From an optimization exercise on the open Yosys and OpenROAD flow, aimed at small area; shortcuts taken in it are not production practice. Only simulation tests tie the RTL to the original design; equivalence was not proved. Power is estimated from default activity; no workload was simulated.

===== flow/config.mk =====
export PLATFORM = sky130hd
export DESIGN_NAME = top
export DESIGN_NICKNAME = top
export VERILOG_FILES = /design/flow/design.v
export SDC_FILE = /design/flow/constraint.sdc
export NUM_CORES = 4
export LEC_CHECK = 0
export CAP_MARGIN = 20
export CORE_MARGIN = 2
export CORE_UTILIZATION = 40
export SLEW_MARGIN = 20

===== flow/constraint.sdc =====
create_clock -name core_clock -period 16.0 [get_ports {clk}]
set_input_delay 3.2000 -clock core_clock [delete_from_list [all_inputs] [get_ports {clk}]]
set_output_delay 3.2000 -clock core_clock [all_outputs]
set_load 0.01 [all_outputs]

===== flow/design.v =====
`timescale 1ns / 1ps
module debounce(
    input clk,
    input rst,
    input btn_in,
    output reg btn_out
    );
    reg [11:0] count;
    reg btn_prev;
    reg btn_stable;
    always @(posedge clk) begin
        if (rst) begin
            count <= 0;
            btn_prev <= 0;
            btn_stable <= 0;
            btn_out <= 0;
        end else begin
            if (btn_in != btn_stable) begin
                count <= count + 1;
                if (count == 12'd2400) begin
                    btn_stable <= btn_in;
                    count <= 0;
                end
            end else begin
                count <= 0;
            end
            btn_prev <= btn_stable;
            btn_out <= (btn_stable == 1'b1 && btn_prev == 1'b0) ? 1'b1 : 1'b0;
        end
    end
endmodule
`timescale 1ns / 1ps
module vga_display(
    input clk,               
    input rst,
    output hsync,
    output vsync,
    output video_on,
    output [9:0] x,          
    output [9:0] y,          
    output p_tick            
    );
    parameter HD = 640, HF = 16, HB = 48, HR = 96;
    parameter VD = 480, VF = 10, VB = 33, VR = 2;
    reg [1:0] clk_div;
    always @(posedge clk) begin
        if (rst)
            clk_div <= 0;
        else
            clk_div <= clk_div + 1;
    end
    assign p_tick = (clk_div == 0);  
    reg [9:0] h_count_reg, h_count_next;
    reg [9:0] v_count_reg, v_count_next;
    always @(posedge clk) begin
        if (rst) begin
            h_count_reg <= 0;
            v_count_reg <= 0;
        end else if (p_tick) begin
            h_count_reg <= h_count_next;
            v_count_reg <= v_count_next;
        end
    end
    always @(*) begin
        h_count_next = h_count_reg;
        v_count_next = v_count_reg;
        if (h_count_reg == (HD+HF+HB+HR-1)) begin
            h_count_next = 0;
            if (v_count_reg == (VD+VF+VB+VR-1))
                v_count_next = 0;
            else
                v_count_next = v_count_reg + 1;
        end else begin
            h_count_next = h_count_reg + 1;
        end
    end
    assign hsync = ~(h_count_reg >= (HD+HF) && h_count_reg < (HD+HF+HR));
    assign vsync = ~(v_count_reg >= (VD+VF) && v_count_reg < (VD+VF+VR));
    assign video_on = (h_count_reg < HD) && (v_count_reg < VD);
    assign x = h_count_reg;
    assign y = v_count_reg;
endmodule
`timescale 1ns / 1ps
module game_engine(
    input clk,
    input rst,
    input jump_btn,
    input start_btn,
    input video_on,
    input [9:0] pixel_x,
    input [9:0] pixel_y,
    output reg [11:0] rgb,
    output reg [13:0] score
    );
    reg [13:0] current_score_reg;
    reg [13:0] high_score;
    reg [9:0] bird_y;
    reg signed [9:0] velocity;
    parameter BIRD_X = 100;
    parameter BIRD_SIZE = 20;
    parameter PIPE_WIDTH = 50;
    parameter PIPE_GAP_SIZE = 120;
    reg [11:0] pipe1_x;
    reg [9:0] pipe1_gap_y;
    reg [11:0] pipe2_x;
    reg [9:0] pipe2_gap_y;
    wire [10:0] real_pipe1_x = pipe1_x[11:2];
    wire [10:0] real_pipe2_x = pipe2_x[11:2];
    reg [4:0] current_speed;
    reg [3:0] pipes_passed;
    reg [1:0] state;
    reg [3:0] gravity_counter;
    reg first_play;
    reg [5:0] timer_frame_tick;
    reg [2:0] countdown_val;
    reg [15:0] random_lfsr;
    always @(posedge clk) begin
        if (rst) random_lfsr <= 16'hACE1;
        else random_lfsr <= {random_lfsr[14:0], random_lfsr[15] ^ random_lfsr[13] ^ random_lfsr[12] ^ random_lfsr[10]};
    end
    reg [10:0] frame_counter;
    wire frame_tick = (frame_counter == 1999);
    reg jump_latched;
    always @(posedge clk) begin
        if (rst) jump_latched <= 0;
        else begin
            if (jump_btn) jump_latched <= 1;
            else if (frame_tick) jump_latched <= 0;
        end
    end
    reg start_latched;
    always @(posedge clk) begin
        if (rst) start_latched <= 0;
        else begin
            if (start_btn) start_latched <= 0;
            if (start_btn) start_latched <= 1;
            else if (frame_tick) start_latched <= 0;
        end
    end
    always @(*) score = current_score_reg;
    always @(posedge clk) begin
        if(rst) begin
            state <= 0;
            bird_y <= 240;
            velocity <= 0;
            current_score_reg <= 0;
            high_score <= 0;
            pipe1_x <= 320 * 4;
            pipe1_gap_y <= 200;
            pipe2_x <= (320 + 340) * 4;
            pipe2_gap_y <= 300;
            frame_counter <= 0;
            gravity_counter <= 0;
            current_speed <= 4;
            pipes_passed <= 0;
            first_play <= 1;
            timer_frame_tick <= 0;
            countdown_val <= 3;
        end else begin
            frame_counter <= (frame_counter >= 1999) ? 0 : frame_counter + 1;
            if (frame_tick) begin
                case (state)
                    0: begin
                        if (first_play) begin
                            if (pipe1_x < current_speed) begin
                                pipe1_x <= 640 * 4;
                                pipe1_gap_y <= (random_lfsr % 280) + 100;
                            end else begin
                                pipe1_x <= pipe1_x - current_speed;
                            end
                            if (pipe2_x < current_speed) begin
                                pipe2_x <= 640 * 4;
                                pipe2_gap_y <= (random_lfsr % 280) + 100;
                            end else begin
                                pipe2_x <= pipe2_x - current_speed;
                            end
                        end
                        if (start_latched) begin
                            state <= 1;  
                            current_score_reg <= 0;
                            first_play <= 0;
                            bird_y <= 240;
                            velocity <= 0;
                            gravity_counter <= 0;
                            current_speed <= 4;
                            pipes_passed <= 0;
                            pipe1_x <= 320 * 4;
                            pipe2_x <= (320 + 340) * 4;
                            pipe1_gap_y <= (random_lfsr[15:0] % 280) + 100;
                            pipe2_gap_y <= (random_lfsr[7:0] % 280) + 100;
                            countdown_val <= 3;
                            timer_frame_tick <= 0;
                        end
                    end
                    1: begin
                        if (timer_frame_tick >= 60) begin
                            timer_frame_tick <= 0;
                            if (countdown_val == 0) begin
                                state <= 2;  
                            end else begin
                                countdown_val <= countdown_val - 1;
                            end
                        end else begin
                            timer_frame_tick <= timer_frame_tick + 1;
                        end
                    end
                    2: begin
                        if (jump_latched) begin
                            velocity <= -3;
                            gravity_counter <= 0;
                        end
                        else begin
                            gravity_counter <= gravity_counter + 1;
                            if (gravity_counter == 8) begin
                                if (velocity < 10) velocity <= velocity + 1;
                                gravity_counter <= 0;
                            end
                        end
                        bird_y <= bird_y + velocity;
                        if (pipe1_x < current_speed) begin
                            pipe1_x <= 640 * 4;
                            pipe1_gap_y <= (random_lfsr % 280) + 100;
                            current_score_reg <= current_score_reg + 1;
                            pipes_passed <= pipes_passed + 1;
                            if (pipes_passed >= 1) begin
                                pipes_passed <= 0;
                                if (current_speed < 24) current_speed <= current_speed + 1;
                            end
                        end else begin
                            pipe1_x <= pipe1_x - current_speed;
                        end
                        if (pipe2_x < current_speed) begin
                            pipe2_x <= 640 * 4;
                            pipe2_gap_y <= (random_lfsr % 280) + 100;
                            current_score_reg <= current_score_reg + 1;
                            pipes_passed <= pipes_passed + 1;
                            if (pipes_passed >= 1) begin
                                pipes_passed <= 0;
                                if (current_speed < 24) current_speed <= current_speed + 1;
                            end
                        end else begin
                            pipe2_x <= pipe2_x - current_speed;
                        end
                        if (bird_y < 0 || bird_y > 480 ||
                           ((BIRD_X + BIRD_SIZE > real_pipe1_x) && (BIRD_X < real_pipe1_x + PIPE_WIDTH) && ((bird_y < pipe1_gap_y) || (bird_y + BIRD_SIZE > pipe1_gap_y + PIPE_GAP_SIZE))) ||
                           ((BIRD_X + BIRD_SIZE > real_pipe2_x) && (BIRD_X < real_pipe2_x + PIPE_WIDTH) && ((bird_y < pipe2_gap_y) || (bird_y + BIRD_SIZE > pipe2_gap_y + PIPE_GAP_SIZE))))
                        begin
                            state <= 3;  
                        end
                    end
                    3: begin
                         if (current_score_reg > high_score) begin
                             high_score <= current_score_reg;
                         end
                         state <= 0;  
                    end
                endcase
            end
        end
    end
    function [6:0] get_digit_seg(input [3:0] num);
        case(num)
            0: get_digit_seg = 7'b1111110; 1: get_digit_seg = 7'b0110000;
            2: get_digit_seg = 7'b1101101; 3: get_digit_seg = 7'b1111001;
            4: get_digit_seg = 7'b0110011; 5: get_digit_seg = 7'b1011011;
            6: get_digit_seg = 7'b1011111; 7: get_digit_seg = 7'b1110000;
            8: get_digit_seg = 7'b1111111; 9: get_digit_seg = 7'b1111011;
            default: get_digit_seg = 7'b0000000;
        endcase
    endfunction
    wire [3:0] cur_tens = (current_score_reg / 10) % 10;
    wire [3:0] cur_ones = current_score_reg % 10;
    wire in_cur_tens = (pixel_x >= 280 && pixel_x < 320 && pixel_y >= 280 && pixel_y < 340);
    wire in_cur_ones = (pixel_x >= 330 && pixel_x < 370 && pixel_y >= 280 && pixel_y < 340);
    wire in_high_text_y = (pixel_y >= 20 && pixel_y < 34);
    reg is_highest_text;
    always @(*) begin
        is_highest_text = 0;
        if (in_high_text_y) begin
            if (pixel_x>=20 && pixel_x<=28) begin
                if (pixel_x==20 || pixel_x==28 || pixel_y==27) is_highest_text = 1;
            end
            else if (pixel_x>=32 && pixel_x<=34) begin
                if (pixel_x==33 || pixel_y==20 || pixel_y==33) is_highest_text = 1;
            end
            else if (pixel_x>=38 && pixel_x<=46) begin
                if (pixel_y==20 || pixel_y==33 || pixel_x==38 || (pixel_x==46 && pixel_y>=27) || (pixel_y==27 && pixel_x>=42)) is_highest_text = 1;
            end
            else if (pixel_x>=50 && pixel_x<=58) begin
                if (pixel_x==50 || pixel_x==58 || pixel_y==27) is_highest_text = 1;
            end
            else if (pixel_x>=62 && pixel_x<=70) begin
                if (pixel_x==62 || pixel_y==20 || pixel_y==27 || pixel_y==33) is_highest_text = 1;
            end
            else if (pixel_x>=74 && pixel_x<=82) begin
                if (pixel_y==20 || pixel_y==27 || pixel_y==33 || (pixel_x==74 && pixel_y<27) || (pixel_x==82 && pixel_y>27)) is_highest_text = 1;
            end
            else if (pixel_x>=86 && pixel_x<=94) begin
                if (pixel_y==20 || pixel_x==90) is_highest_text = 1;
            end
            else if (pixel_x>=98 && pixel_x<=100) begin
                if (pixel_y==24 || pixel_y==30) is_highest_text = 1;
            end
        end
    end
    wire [3:0] hi_tens = (high_score / 10) % 10;
    wire [3:0] hi_ones = high_score % 10;
    wire in_hi_tens = (pixel_x >= 110 && pixel_x < 120 && pixel_y >= 15 && pixel_y < 35);
    wire in_hi_ones = (pixel_x >= 125 && pixel_x < 135 && pixel_y >= 15 && pixel_y < 35);
    wire in_countdown = (state == 1) && (pixel_x >= 300 && pixel_x < 340 && pixel_y >= 210 && pixel_y < 270);
    reg pixel_is_big_score;
    reg pixel_is_small_score;
    reg [9:0] dx, dy;
    reg [6:0] current_segs;
    reg is_seg_draw;
    always @(*) begin
        pixel_is_big_score = 0;
        pixel_is_small_score = 0;
        dx = 0; dy = 0; current_segs = 0;
        is_seg_draw = 0;
        if (state == 1 && in_countdown) begin
             dx = pixel_x - 300; dy = pixel_y - 210;
             current_segs = get_digit_seg({1'b0, countdown_val});
        end
        else if (state != 1) begin
            if (in_cur_tens) begin
                 dx = pixel_x - 280; dy = pixel_y - 280; current_segs = get_digit_seg(cur_tens);
            end
            else if (in_cur_ones) begin
                 dx = pixel_x - 330; dy = pixel_y - 280; current_segs = get_digit_seg(cur_ones);
            end
            if (state == 0 && !first_play) begin
                if (in_hi_tens) begin
                    dx = (pixel_x - 110) * 4;
                    dy = (pixel_y - 15) * 3;
                    current_segs = get_digit_seg(hi_tens);
                end
                else if (in_hi_ones) begin
                    dx = (pixel_x - 125) * 4;
                    dy = (pixel_y - 15) * 3;
                    current_segs = get_digit_seg(hi_ones);
                end
            end
        end
        if (current_segs != 0) begin
            if (current_segs[6] && dy >= 0 && dy < 6 && dx >= 6 && dx <= 33) is_seg_draw = 1;
            if (current_segs[5] && dx >= 34 && dx <= 39 && dy >= 6 && dy <= 26) is_seg_draw = 1;
            if (current_segs[4] && dx >= 34 && dx <= 39 && dy >= 33 && dy <= 53) is_seg_draw = 1;
            if (current_segs[3] && dy >= 54 && dy <= 59 && dx >= 6 && dx <= 33) is_seg_draw = 1;
            if (current_segs[2] && dx >= 0 && dx <= 5 && dy >= 33 && dy <= 53) is_seg_draw = 1;
            if (current_segs[1] && dx >= 0 && dx <= 5 && dy >= 6 && dy <= 26) is_seg_draw = 1;
            if (current_segs[0] && dy >= 27 && dy <= 32 && dx >= 6 && dx <= 33) is_seg_draw = 1;
            if (is_seg_draw) begin
                if (in_hi_tens || in_hi_ones) pixel_is_small_score = 1;
                else pixel_is_big_score = 1;
            end
        end
    end
    wire in_text_y = (pixel_y >= 200 && pixel_y <= 260);
    wire draw_M = in_text_y && ((pixel_x>=220 && pixel_x<=225) || (pixel_x>=255 && pixel_x<=260) || (pixel_x>=235 && pixel_x<=245 && pixel_y<=220));
    wire draw_E_menu = in_text_y && ((pixel_x>=270 && pixel_x<=275) || (pixel_x>=270 && pixel_x<=310 && (pixel_y<=205 || (pixel_y>=227 && pixel_y<=232) || pixel_y>=255)));
    wire draw_N = in_text_y && ((pixel_x>=320 && pixel_x<=325) || (pixel_x>=355 && pixel_x<=360) || (pixel_x>=320 && pixel_x<=360 && pixel_y<=205));
    wire draw_U = in_text_y && ((pixel_x>=370 && pixel_x<=375) || (pixel_x>=405 && pixel_x<=410) || (pixel_x>=370 && pixel_x<=410 && pixel_y>=255));
    wire text_MENU = (draw_M || draw_E_menu || draw_N || draw_U);
    wire draw_R1 = in_text_y && (pixel_x>=190 && pixel_x<=220) && ((pixel_x<=195) || (pixel_y<=205) || (pixel_y>=225 && pixel_y<=230) || (pixel_x>=215 && pixel_y<=230) || (pixel_x>=195 && pixel_y>=230 && (pixel_y - pixel_x >= 32) && (pixel_y - pixel_x <= 38)));
    wire draw_E_res = in_text_y && (pixel_x>=230 && pixel_x<=260) && ((pixel_x<=235) || (pixel_y<=205) || (pixel_y>=225 && pixel_y<=230) || (pixel_y>=255));
    wire draw_S  = in_text_y && (pixel_x>=270 && pixel_x<=300) && ((pixel_y<=205) || (pixel_y>=225 && pixel_y<=230) || (pixel_y>=255) || (pixel_x<=275 && pixel_y<=230) || (pixel_x>=295 && pixel_y>=230));
    wire draw_T1 = in_text_y && (pixel_x>=310 && pixel_x<=340) && ((pixel_y<=205) || (pixel_x>=322 && pixel_x<=327));
    wire draw_A  = in_text_y && (pixel_x>=350 && pixel_x<=380) && ((pixel_y<=205) || (pixel_x<=355) || (pixel_x>=375) || (pixel_y>=225 && pixel_y<=230));
    wire draw_R2 = in_text_y && (pixel_x>=390 && pixel_x<=420) && ((pixel_x<=395) || (pixel_y<=205) || (pixel_y>=225 && pixel_y<=230) || (pixel_x>=415 && pixel_y<=230) || (pixel_x>=395 && pixel_y>=230 && (pixel_y - pixel_x >= -168) && (pixel_y - pixel_x <= -162)));
    wire draw_T2 = in_text_y && (pixel_x>=430 && pixel_x<=460) && ((pixel_y<=205) || (pixel_x>=442 && pixel_x<=447));
    wire text_RESTART = (draw_R1 || draw_E_res || draw_S || draw_T1 || draw_A || draw_R2 || draw_T2);
    wire cloud1 = (pixel_x >= 60 && pixel_x <= 110 && pixel_y >= 60 && pixel_y <= 85) || (pixel_x >= 75 && pixel_x <= 100 && pixel_y >= 50 && pixel_y <= 60);
    wire cloud2 = (pixel_x >= 400 && pixel_x <= 460 && pixel_y >= 150 && pixel_y <= 175) || (pixel_x >= 415 && pixel_x <= 445 && pixel_y >= 140 && pixel_y <= 150);
    wire cloud3 = (pixel_x >= 250 && pixel_x <= 310 && pixel_y >= 350 && pixel_y <= 375) || (pixel_x >= 265 && pixel_x <= 295 && pixel_y >= 340 && pixel_y <= 350);
    wire is_cloud = (cloud1 || cloud2 || cloud3);
    always @(*) begin
        if (!video_on) rgb = 12'h000;
        else begin
            if (state == 0) begin  
                if (first_play) begin
                    if (text_MENU) rgb = 12'hFF0;
                    else draw_background_with_pipes();
                end else begin
                    if (text_RESTART) rgb = 12'hF00;
                    else if (pixel_is_big_score) rgb = 12'hF00;
                    else if (is_highest_text || pixel_is_small_score) rgb = 12'hF00;
                    else draw_frozen_crash_with_filter();
                end
            end
            else if (state == 1) begin
                 if (pixel_is_big_score) rgb = 12'hFF0;
                 else draw_background_with_bird_pipes();
            end
            else begin  
                draw_background_with_bird_pipes();
            end
        end
    end
    task draw_background_with_pipes;
    begin
         if (pixel_x >= real_pipe1_x && pixel_x < real_pipe1_x+PIPE_WIDTH && (pixel_y < pipe1_gap_y || pixel_y > pipe1_gap_y+PIPE_GAP_SIZE)) rgb = 12'h444;
         else if (pixel_x >= real_pipe2_x && pixel_x < real_pipe2_x+PIPE_WIDTH && (pixel_y < pipe2_gap_y || pixel_y > pipe2_gap_y+PIPE_GAP_SIZE)) rgb = 12'h444;
         else begin
             if (is_cloud) rgb = 12'hFFF;
             else rgb = 12'h8CE;
         end
    end
    endtask
    task draw_background_with_bird_pipes;
    begin
        if (pixel_x >= BIRD_X && pixel_x < BIRD_X+BIRD_SIZE && pixel_y >= bird_y && pixel_y < bird_y+BIRD_SIZE) rgb = 12'hFF0;
        else if (pixel_x >= real_pipe1_x && pixel_x < real_pipe1_x+PIPE_WIDTH && (pixel_y < pipe1_gap_y || pixel_y > pipe1_gap_y+PIPE_GAP_SIZE)) rgb = 12'h444;
        else if (pixel_x >= real_pipe2_x && pixel_x < real_pipe2_x+PIPE_WIDTH && (pixel_y < pipe2_gap_y || pixel_y > pipe2_gap_y+PIPE_GAP_SIZE)) rgb = 12'h444;
        else begin
            if (is_cloud) rgb = 12'hFFF;
            else rgb = 12'h8CE;
        end
    end
    endtask
    task draw_frozen_crash_with_filter;
    begin
        if (pixel_x >= BIRD_X && pixel_x < BIRD_X+BIRD_SIZE && pixel_y >= bird_y && pixel_y < bird_y+BIRD_SIZE) rgb = 12'hF40;
        else if (pixel_x >= real_pipe1_x && pixel_x < real_pipe1_x+PIPE_WIDTH && (pixel_y < pipe1_gap_y || pixel_y > pipe1_gap_y+PIPE_GAP_SIZE)) rgb = 12'h622;
        else if (pixel_x >= real_pipe2_x && pixel_x < real_pipe2_x+PIPE_WIDTH && (pixel_y < pipe2_gap_y || pixel_y > pipe2_gap_y+PIPE_GAP_SIZE)) rgb = 12'h622;
        else begin
            if (is_cloud) rgb = 12'hFBB;
            else rgb = 12'hD66;
        end
    end
    endtask
endmodule
`timescale 1ns / 1ps
module seg7_control(
    input clk,
    input rst,
    input [13:0] number,
    output reg [3:0] an,  
    output reg [6:0] seg  
    );
    reg [3:0] digit_val;
    reg [19:0] refresh_counter;
    wire [1:0] digit_sel = refresh_counter[19:18];
    always @(posedge clk) begin
        if (rst) refresh_counter <= 0;
        else refresh_counter <= refresh_counter + 1;
    end
    integer val;
    always @(*) begin
        case(digit_sel)
            2'b00: begin an = 4'b1110; val = number % 10; end
            2'b01: begin an = 4'b1101; val = (number / 10) % 10; end
            default: begin an = 4'b1111; val = 0; end
        endcase
    end
    always @(*) begin
        case(val)
            0: seg = 7'b1000000;  
            1: seg = 7'b1111001;  
            2: seg = 7'b0100100;  
            3: seg = 7'b0110000;  
            4: seg = 7'b0011001;  
            5: seg = 7'b0010010;  
            6: seg = 7'b0000010;  
            7: seg = 7'b1111000;  
            8: seg = 7'b0000000;  
            9: seg = 7'b0010000;  
            default: seg = 7'b1111111;
        endcase
    end
endmodule
`timescale 1ns / 1ps
module top(
    input clk,           
    input btnC,          
    input btnL,          
    input sw0,           
    output [3:0] vgaRed,
    output [3:0] vgaGreen,
    output [3:0] vgaBlue,
    output Hsync,
    output Vsync,
    output [6:0] seg,    
    output [3:0] an      
    );
    wire clean_jump;     
    wire clean_start;    
    wire video_on;
    wire [9:0] x, y;
    wire [11:0] rgb_out;
    wire [13:0] score;
    wire p_tick;
    debounce db_jump (
        .clk(clk),
        .rst(sw0),
        .btn_in(btnC),
        .btn_out(clean_jump)
    );
    debounce db_start (
        .clk(clk),
        .rst(sw0),
        .btn_in(btnL),
        .btn_out(clean_start)
    );
    vga_display vga_inst (
        .clk(clk),
        .rst(sw0),
        .hsync(Hsync),
        .vsync(Vsync),
        .video_on(video_on),
        .x(x),
        .y(y),
        .p_tick(p_tick)
    );
    game_engine game_inst (
        .clk(clk),
        .rst(sw0),
        .jump_btn(clean_jump),
        .start_btn(clean_start),  
        .video_on(video_on),
        .pixel_x(x),
        .pixel_y(y),
        .rgb(rgb_out),
        .score(score)
    );
    seg7_control seg_inst (
        .clk(clk),
        .rst(sw0),
        .number(score),
        .an(an),
        .seg(seg)
    );
    assign vgaRed   = rgb_out[11:8];
    assign vgaGreen = rgb_out[7:4];
    assign vgaBlue  = rgb_out[3:0];
endmodule

===== flow/run.sh =====
#!/bin/bash
# synth_recipe.tcl (not shown) runs the flow's synth.tcl, then flattens the netlist and writes it again
# the make line also repeats each setting of config.mk as NAME=value (left out here)
make -C /OpenROAD-flow-scripts/flow DESIGN_CONFIG=/design/flow/config.mk WORK_HOME=/design/flow/orfs CLKGATE_MAP_FILE= SYNTH_SCRIPT=/design/flow/synth_recipe.tcl finish

==> run notes <==
-- routing by layer --
layer / global-route usage, % / up-vias / share of wire [%] / routed length (um)
li1: - / 17140 / - / -
met1: 33.50 / 16360 / 46 / 49520
met2: 39.48 / 1346 / 45 / 48490
met3: 3.418 / 216 / 6.8 / 7371
met4: 6.606 / 0 / 2.7 / 2970
met5: 0 / - / 0 / 0
-- what timing repair did --
item / CTS / global route
setup buffers: 1 / 15
cloned: 0 / 0
gates resized for setup: 3 / 78
setup endpoints to repair: 4 / 12
pin swaps: 1 / 15
-- kinds of logic (layout without fill, tap and decap cells) --
kind of cell / Yosys count / in the layout / synth area share [%]
DFF: 225 / 225 / 13.74
AOI/OAI and AO/OA: 1436 / 1436 / 29.99
muxes: 77 / 77 / 2.495
other: 1 / 3 / 0.01144
adders and majority gates: 306 / 306 / 11.70
xor gates and xnor gates: 286 / 286 / 7.639
and+or+nand+nor: 1885 / 1885 / 28.77
buffers and inverters: 466 / 414 / 5.666
-- placed cells by master, fill, tap and decap left out, types with 31 or more instances in the layout --
| master | count |
|---|---|
| a211o_1 | 33 |
| xor2_1 | 78 |
| xnor2_1 | 203 |
| nor2_1 | 499 |
| nand3_1 | 182 |
| nor4_1 | 38 |
| inv_1 | 200 |
| nand4_1 | 91 |
| nand2b_1 | 84 |
| a21o_1 | 52 |
| a31oi_1 | 76 |
| or3_1 | 41 |
| and2_1 | 53 |
| and3_1 | 59 |
| o211ai_1 | 50 |
| a211oi_1 | 53 |
| dfxtp_1 | 225 |
| o22ai_1 | 39 |
| nand2_1 | 423 |
| buf_4 | 115 |
| o21ai_0 | 270 |
| o31ai_1 | 39 |
| ha_1 | 288 |
| nor2b_1 | 70 |
| or2_2 | 40 |
| o21a_1 | 31 |
| mux2i_1 | 57 |
| o21ai_1 | 31 |
| nor3_1 | 146 |
| a21oi_1 | 364 |
-- power by group through the flow --
stage | registers, W | logic, W | clock network, W
finish | 0.000581 | 0.000431 | 0.000706
global route | 0.000582 | 0.000480 | 0.000743
CTS | 0.000581 | 0.000425 | 0.000721
detailed placement | 0.000593 | 0.000423 | 0
global placement | 0.000593 | 0.000422 | 0
floorplan | 0.000583 | 0.000342 | 0
-- cell type report --
type,instances,area (um2),share of cell area [%]
flip-flops and latches,225,4504,12.63
inverters,220,828.3,2.323
multi-input cells,3992,26820,75.21
well taps,1070,1339,3.755
diodes,1,2.502,0.007018
repair buffers,141,1127,3.162
clock buffers,35,799.5,2.242
clock inverters,18,236.5,0.6632
-- worst reg2reg max path: cells and delay by family, from the launching register on --
kind / cells / cell delay, ps
buf+inv: 2 / 490
flops: 1 / 500
xor+xnor: 2 / 530
compound gates: 26 / 7490
simple gates: 5 / 1750
fa+ha+maj: 3 / 760
-- worst paths after layout --
check,endpoint,slack [ps]
worst max-delay path,vgaBlue[1],500
worst min-delay path,db_start.btn_out$_SDFF_PP0_,380
worst max register to register,game_inst.pipe2_gap_y[8]$_SDFFE_PP1P_,4330
worst min register to register,db_start.btn_out$_SDFF_PP0_,380
-- metrics by stage --
step / cells / TNS [ps] / total power, W / hold slack (ps)
after floorplan: 4683 / 0 / 0.0009254 / 367.4
after global placement: 5632 / 0 / 0.001014 / 377.3
after detailed placement: 5632 / 0 / 0.001016 / 373.9
after CTS: 5686 / 0 / 0.001727 / 382.4
after global routing: 5701 / -473.2 / 0.001805 / 399.9
final: 5702 / 0 / 0.001717 / 380.9
==> run notes <==
skew final = 69.58 ps
peak fanout along the critical path = 8
Max Fclk = 0.06452 GHz
cts bufs inserted = 30
GRT Util Overall = 24.31%
FFs w/ async S/R, synth = 0%
CTS tree = yes
Max IR drop VDD = 0.00009460 V
initial antenna violation count = 0
largest cells by area after synthesis = dfxtp_1 (14%), ha_1 (11%), nor2_1 (5.8%)
worst-margin pin slew = 1101 ps
count of buffer and inverter cells on the critical path = 5
Leak = 14.13 nW
fraction of layout cells with a size suffix above 1 = 8.681%
clock latency on the worst-skew pair = 630 ps
leading cell type by number of instances after synthesis = nor2_1
power density over the cells = 48.16 mW/mm2
switching pwr = 0.0005706 W
DR DRC count = 0
Final Hold Fails = 0
max-cap violations = 0
Post-Layout Inst Area = 0.03566 mm2
WP data required = 12800 ps
max reg flops = 20
CP startpoint kind = flip-flop
Rows = 105
GP Congestion = 0.9773
worst min path class = flip-flop to flip-flop
Post-synth top flop = dfxtp_1
Antenna Nets Post-Route = 0
first-pass GRT wire length = 173700 um
Worst path slowest cell = clkdlybuf4s50_1
IO Port Bufs = 26
Tmin final = 15500 ps
area leader, netlist = dfxtp_1
Top Ports = 29
Total Wirelength = 108300 um
Area after DPL = 0.03411 mm2
clk sink count = 225
Yosys top cell area share = 13.74%
Syn. warnings = 4
syn_area_per_cell = 7.004 um2
Seq/Total Area, Yosys = 13.74%
dpl ws = 329.8 ps
Setup crit end kind = primary output
Hold Crit Depth = 1
Logic pwr share = 25.1%
Iter 0 DRT Violations = 3095
grt ovf = 0
Worst path depth = 43
Final WS setup = 501.9 ps
status = finished clean
Die H = 290.3 um
Slew headroom = 25.95%
CP top delay family = compound AO/OA/AOI/OAI gates
clock buffer depth = 3
slowest cell delay on critical path = 620 ps
commonest cells in the netlist = nor2_1 (505), nand2_1 (425), a21oi_1 (369)
Netlist cell types = 137
Final Max Slew Viols = 0
Critical Path AT = 12300 ps
Mapped Area = 0.03279 mm2
Via density = 6.149
die width = 290.3 um
Root Driver = clkbuf_16
Final Util = 43.70%
detailed placement HPWL = 81100 um
Area Growth Syn to Fin = 8.734%
hold_sp = db_start.btn_prev$_SDFF_PP0_
Biggest register = seg_inst.refresh_counter
Seq pwr share = 33.8%
largest net degree at the start of global routing = 73
FF+latch count, synth = 225
R2R Path Start = game_inst.random_lfsr[11]$_SDFF_PP1_
Sw Ratio = 33.23%
Post-synth EDFFs = 0
fin nets = 4907
biggest regs = seg_inst.refresh_counter: 20 flops, game_inst.random_lfsr: 16 flops
Cell Int Power = 0.001146 W
Avg WL per Cell = 19.00 um
Syn Inst Count = 4682
die area = 0.08429 mm2
Crit Path Category = flip-flop to primary output
Clk pwr share = 41.1%
CORE AREA = 0.08158 mm2
clock-pin slew on the worst setup and hold paths = 60 ps
Worst setup startpoint = game_inst.current_score_reg[11]$_SDFFE_PP0P_
vias in the first global route = 32430
DR vias = 35060
Worst Reg-to-Reg Cells = 38
Initial Util = 40.19%
H-tree Lvls = 1
Setup Viol. Count Final = 0
Final period util = 96.86%
Fill cells = 8431
First-pass DRT Iterations = 6
CTS Hold Bufs = 0

separate check: timing with driven ports:
How much do the figures lean on ideal ports? The routed layout below was timed once more, with nothing changed but the port constraints. Step 1 assumes that a clkbuf_16 drives the clock port and a buf_2 every other input. Step 2 moves the port delays by t, midway between the first and last clock arrival at a register: inputs arrive t later, outputs are due t later. That takes back most of the time a late clock gives input paths. Three values: no drivers, after step 1, after step 2; two values: the first two.
shift t [ns]: 0.660
slack for setup (ns): 0.502 / 0.436 / 1.096
worst setup path after step 2: register to output
slew at the worst register clock pin (ns): 0.06 / 0.06
worst data-port slew with drivers (ns): 0.05
After both steps setup and hold are still met in this run. The setup slack of this run moves by -0.066 ns with the drivers and by +0.594 ns with both steps.
